This is an optimization exercise on Yosys and OpenROAD, whose aim is small area, not a production implementation.
In this exercise RTL edits were held to simulation tests only and were not proved equivalent to the original.

==> flow/design.v (excerpt) <==
module CORDIC_Vectoring_top1 #(
        parameter DATA_WIDTH = 16,
        parameter CORDIC_WIDTH = 22,
        parameter CORDIC_STAGES = 16,
        parameter ANGLE_WIDTH = 16
    ) (
        input clk,
        input nreset,
        input vec_en,
        input signed [DATA_WIDTH-1:0] x_vec_in,
        input signed [DATA_WIDTH-1:0] y_vec_in,
        input angle_calc_enable_in,
        output signed [DATA_WIDTH-1:0] x_vec_out,
        output output_valid_o,
        output [CORDIC_STAGES-1:0] micro_angle_o,
        output [1:0] quad_out,
        output vec_microRot_out_start,
        output signed [ANGLE_WIDTH-1:0] angle_out
    );
Size in the first run: ~3500 cells after synthesis.
Settings: LEC_CHECK=0, ABC_AREA=1, CAP_MARGIN=20, CORE_MARGIN=2, CORE_UTILIZATION=40, CTS_BUF_LIST=sky130_fd_sc_hd__clkbuf_4, CTS_CLUSTER_DIAMETER=40, CTS_CLUSTER_SIZE=10, PLACE_DENSITY=0.6, SLEW_MARGIN=20; clock period 10.0 ns.
standard.sh (not shown) runs the stock make flow with config.mk's settings and CLKGATE_MAP_FILE= SYNTH_SCRIPT=/design/flow/synth_recipe.tcl, a recipe that flattens the netlist after the stock synthesis.
==> flow/flow/run.sh <==
#!/bin/bash
# Standard synthesis, then a re-optimisation of its combinational logic around the
# full adders (netopt.py + resynth.ys), then the standard layout flow.
set -euo pipefail
LIB=$FLOW_HOME/platforms/sky130hd/lib/sky130_fd_sc_hd__tt_025C_1v80.lib
R=orfs/results/sky130hd/CORDIC_Vectoring_top1/base
bash standard.sh synth > standard_synth.log 2>&1
cp $R/1_2_yosys.v standard_1_2_yosys.v
python3 flow/netopt.py $LIB standard_1_2_yosys.v netopt.v > netopt.log 2>&1
sed -e "s#LIBFILE#$LIB#g" -e "s#FLOWHOME#$FLOW_HOME#g" -e "s#FLOWDIR#$PWD/flow#g" flow/resynth.ys > resynth.ys
yosys -s resynth.ys > resynth.log 2>&1
cp resynth.v $R/1_2_yosys.v
touch $R/1_2_yosys.v
rm -f $R/1_synth.odb
bash standard.sh synth > standard_synth2.log 2>&1
bash standard.sh BUFFER_PORTS_ARGS="-buffer_cell sky130_fd_sc_hd__buf_1" CTS_ARGS="-sink_clustering_enable -repair_clock_nets -sink_clustering_size 8 -sink_clustering_max_diameter 36 -buf_list {sky130_fd_sc_hd__clkbuf_2 sky130_fd_sc_hd__clkbuf_4} -dont_use_dummy_load" finish > standard_finish.log 2>&1
==> flow/flow/abc_amap.script <==
strash; dch; amap; topo
==> flow/flow/resynth.ys <==
# Re-synthesis of the combinational glue of the standard synthesis netlist
# (netopt.v, written by netopt.py). Flip-flops, adders and tie cells stay as they are.
read_liberty -lib LIBFILE
read_verilog netopt.v
hierarchy -top CORDIC_Vectoring_top1
proc
opt -purge
techmap
opt -fast -purge
abc -script FLOWDIR/abc_amap.script -liberty LIBFILE -dont_use sky130_fd_sc_hd__probe_p_8 -dont_use sky130_fd_sc_hd__probec_p_8 -dont_use sky130_fd_sc_hd__lpflow_bleeder_1 -dont_use sky130_fd_sc_hd__lpflow_clkbufkapwr_1 -dont_use sky130_fd_sc_hd__lpflow_clkbufkapwr_16 -dont_use sky130_fd_sc_hd__lpflow_clkbufkapwr_2 -dont_use sky130_fd_sc_hd__lpflow_clkbufkapwr_4 -dont_use sky130_fd_sc_hd__lpflow_clkbufkapwr_8 -dont_use sky130_fd_sc_hd__lpflow_clkinvkapwr_1 -dont_use sky130_fd_sc_hd__lpflow_clkinvkapwr_16 -dont_use sky130_fd_sc_hd__lpflow_clkinvkapwr_2 -dont_use sky130_fd_sc_hd__lpflow_clkinvkapwr_4 -dont_use sky130_fd_sc_hd__lpflow_clkinvkapwr_8 -dont_use sky130_fd_sc_hd__lpflow_decapkapwr_12 -dont_use sky130_fd_sc_hd__lpflow_decapkapwr_3 -dont_use sky130_fd_sc_hd__lpflow_decapkapwr_4 -dont_use sky130_fd_sc_hd__lpflow_decapkapwr_6 -dont_use sky130_fd_sc_hd__lpflow_decapkapwr_8 -dont_use sky130_fd_sc_hd__lpflow_inputiso0n_1 -dont_use sky130_fd_sc_hd__lpflow_inputiso0p_1 -dont_use sky130_fd_sc_hd__lpflow_inputiso1n_1 -dont_use sky130_fd_sc_hd__lpflow_inputiso1p_1 -dont_use sky130_fd_sc_hd__lpflow_inputisolatch_1 -dont_use sky130_fd_sc_hd__lpflow_isobufsrc_1 -dont_use sky130_fd_sc_hd__lpflow_isobufsrc_16 -dont_use sky130_fd_sc_hd__lpflow_isobufsrc_2 -dont_use sky130_fd_sc_hd__lpflow_isobufsrc_4 -dont_use sky130_fd_sc_hd__lpflow_isobufsrc_8 -dont_use sky130_fd_sc_hd__lpflow_isobufsrckapwr_16 -dont_use sky130_fd_sc_hd__lpflow_lsbuf_lh_hl_isowell_tap_1 -dont_use sky130_fd_sc_hd__lpflow_lsbuf_lh_hl_isowell_tap_2 -dont_use sky130_fd_sc_hd__lpflow_lsbuf_lh_hl_isowell_tap_4 -dont_use sky130_fd_sc_hd__lpflow_lsbuf_lh_isowell_4 -dont_use sky130_fd_sc_hd__lpflow_lsbuf_lh_isowell_tap_1 -dont_use sky130_fd_sc_hd__lpflow_lsbuf_lh_isowell_tap_2 -dont_use sky130_fd_sc_hd__lpflow_lsbuf_lh_isowell_tap_4  -D 10000
setundef -zero
splitnets
opt_clean -purge
hilomap -singleton -hicell sky130_fd_sc_hd__conb_1 HI -locell sky130_fd_sc_hd__conb_1 LO
insbuf -buf sky130_fd_sc_hd__buf_4 A X
opt_clean -purge
tee -o resynth_stat.txt stat -liberty LIBFILE
write_verilog -noattr -nohex -nodec resynth.v
Other scripts of this flow, unchanged in this note and not shown: flow/flow/netopt.py
Edit:
--- a/flow/flow/run.sh
+++ b/flow/flow/run.sh
@@ -16 +16 @@
-bash standard.sh BUFFER_PORTS_ARGS="-buffer_cell sky130_fd_sc_hd__buf_1" CTS_ARGS="-sink_clustering_enable -repair_clock_nets -sink_clustering_size 8 -sink_clustering_max_diameter 36 -buf_list {sky130_fd_sc_hd__clkbuf_2 sky130_fd_sc_hd__clkbuf_4} -dont_use_dummy_load" finish > standard_finish.log 2>&1
+bash standard.sh BUFFER_PORTS_ARGS="-buffer_cell sky130_fd_sc_hd__buf_1" finish > standard_finish.log 2>&1
Settings changed: CORE_UTILIZATION 40 to 55, PLACE_DENSITY 0.6 to 0.75.
The changed run ran to the end with no violations.
Design area hardly moves.
Routed wire length fell by a few percent.
Global-route usage increases by 5.2 points.
Edit:
--- a/flow/flow/run.sh
+++ b/flow/flow/run.sh
@@ -16 +16 @@
-bash standard.sh BUFFER_PORTS_ARGS="-buffer_cell sky130_fd_sc_hd__buf_1" finish > standard_finish.log 2>&1
+bash standard.sh BUFFER_PORTS_ARGS="-buffer_cell sky130_fd_sc_hd__buf_1" CTS_ARGS="-sink_clustering_enable -repair_clock_nets -sink_clustering_size 10 -sink_clustering_max_diameter 40 -buf_list sky130_fd_sc_hd__clkbuf_4 -dont_use_dummy_load" finish > standard_finish.log 2>&1
==> flow/flow/abc_amap.script (replaced) <==
strash; dch -f; amap -m; topo
--- a/flow/flow/resynth.ys
+++ b/flow/flow/resynth.ys
@@ -15 +15 @@
-insbuf -buf sky130_fd_sc_hd__buf_4 A X
+insbuf -buf sky130_fd_sc_hd__buf_1 A X
Settings changed: CORE_UTILIZATION 55 to 40, PLACE_DENSITY 0.75 to 0.6.
What happened: The new run completed with no timing, DRC or antenna violations. Hold slack gets worse by 0.012 ns. Routed wire length drops by about 1.6%. Clock-buffer cell count falls by 27.


Another version of the RTL of CORDIC_Vectoring_top1 (not shown whole).
For scale: ~4000 cells after synthesis, ~870 flip-flops, ~88 I/O pins.
Design CORDIC_Vectoring_top1, start of the top module:
module CORDIC_Vectoring_top1 #(
        parameter DATA_WIDTH = 16,
        parameter CORDIC_WIDTH = 22,
        parameter CORDIC_STAGES = 16,
        parameter ANGLE_WIDTH = 16
    ) (
        input clk,
        input nreset,
        input vec_en,
        input signed [DATA_WIDTH-1:0] x_vec_in,
        input signed [DATA_WIDTH-1:0] y_vec_in,
        input angle_calc_enable_in,
        output signed [DATA_WIDTH-1:0] x_vec_out,
        output output_valid_o,
        output [CORDIC_STAGES-1:0] micro_angle_o,
        output [1:0] quad_out,
        output vec_microRot_out_start,
        output signed [ANGLE_WIDTH-1:0] angle_out
    );
clock: 10.0 ns
lec_check: 0
abc_area: 1
cap_margin: 20
core_margin: 2
core_utilization: 40
cts_buf_list: sky130_fd_sc_hd__clkbuf_4
cts_cluster_diameter: 40
cts_cluster_size: 10
place_density: 0.6
slew_margin: 20
run.sh (not shown) runs the stock make flow with config.mk's settings and CLKGATE_MAP_FILE= SYNTH_SCRIPT=/design/flow/synth_recipe.tcl, a recipe that flattens the netlist after the stock synthesis.
Stock flow here: none of the scripts above is used.
Change:
- ABC_AREA: 1 -> default
- CTS_BUF_LIST: sky130_fd_sc_hd__clkbuf_4 -> default
- CTS_CLUSTER_DIAMETER: 40 -> default
- CTS_CLUSTER_SIZE: 10 -> default
After rerunning:
- register-to-register slack improves by 0.03 ns
- core utilization goes up by 0.84 points
- via count goes down by a few percent
- worst setup slack improves by 0.029 ns
- cell area goes up by a few percent
- die area goes up slightly
- clock-buffer cell count goes down by 14
- worst hold slack improves by 0.030 ns
- cell count goes down by a few percent
- global-route usage goes down by 0.10 points
Change:
- ABC_AREA: default -> 1
- CAP_MARGIN: 20 -> 0
- CTS_BUF_LIST: default -> sky130_fd_sc_hd__clkbuf_4
- CTS_CLUSTER_DIAMETER: default -> 40
- CTS_CLUSTER_SIZE: default -> 10
- SLEW_MARGIN: 20 -> 0
Result:
- The new run produced a clean layout
- synthesized area falls by 0.43%
- wire length falls by 0.54%
- final cell count rises by 6.6%
- synthesized cell count rises by 8.4%
- utilization falls by 0.87 points
- hold slack is worse by 0.028 ns
- maximum frequency stays flat
- design area falls by 2.8%
- global-route usage rises by 0.10 points
- count of clock-buffer cells in the layout rises by 14


CORDIC_Vectoring_top1 again, from the RTL that the note above started with.
clock: 10.0 ns
lec_check: 0
abc_area: 1
cap_margin: 20
core_margin: 2
core_utilization: 40
cts_buf_list: sky130_fd_sc_hd__clkbuf_8 sky130_fd_sc_hd__clkbuf_4
place_density: 0.6
slew_margin: 20
==> next run, changes <==
- CTS_BUF_LIST: sky130_fd_sc_hd__clkbuf_8 sky130_fd_sc_hd__clkbuf_4 -> sky130_fd_sc_hd__clkbuf_8
- CTS_CLUSTER_DIAMETER: unset -> 50
- CTS_CLUSTER_SIZE: unset -> 18
After rerunning: Global-route usage is lower by 0.30 points. Final cell count drops by 1.7%. Routed wire length drops by about 1.6%. First-iteration DRC count climbs by 7.6%. Final area goes down by 1.8%. Count of clock-buffer cells in the layout is lower by 149. Utilization came out lower by 0.80 points. Worst hold slack got worse by 0.0035 ns. Clock skew barely changes.

==> what the ideal ports hide <==
The flow's constraints put no driver on any port. The routed layouts listed below were extracted and timed again, unchanged, in two steps.
Step 1 (the two cells are an assumption about what drives the block):
set clk [get_ports {clk}]
set_driving_cell -lib_cell sky130_fd_sc_hd__clkbuf_16 $clk
set_driving_cell -lib_cell sky130_fd_sc_hd__buf_2 [delete_from_list [all_inputs] $clk]
Step 2 adds t to the input delays and takes it off the output delays; t is the mean of the earliest and latest rising clock arrival at the registers after step 1. Input paths then give back, and output paths get back, about the clock's delay inside the block.
a / b / c = no drivers / after step 1 / after step 2; a / b = the first two.
run | t (ns) | slack for setup (ns) | worst setup path after step 2
the first run of note 1 | 1.028 | 0.347 / 0.347 / 0.347 | register to register
the second run of note 1 | 0.976 | 0.349 / 0.349 / 0.349 | register to register
the third run of note 1 | 0.955 | 0.418 / 0.418 / 0.418 | register to register
the first run of note 2 | 1.067 | 0.324 / 0.324 / 0.324 | register to register
the second run of note 2 | 0.706 | 0.353 / 0.353 / 0.353 | register to register
the third run of note 2 | 1.069 | 0.326 / 0.326 / 0.326 | register to register
the first run of note 3 | 0.832 | 0.310 / 0.310 / 0.310 | register to register
the second run of note 3 | 0.780 | 0.304 / 0.304 / 0.304 | register to register
After both steps every run listed still meets setup and hold.
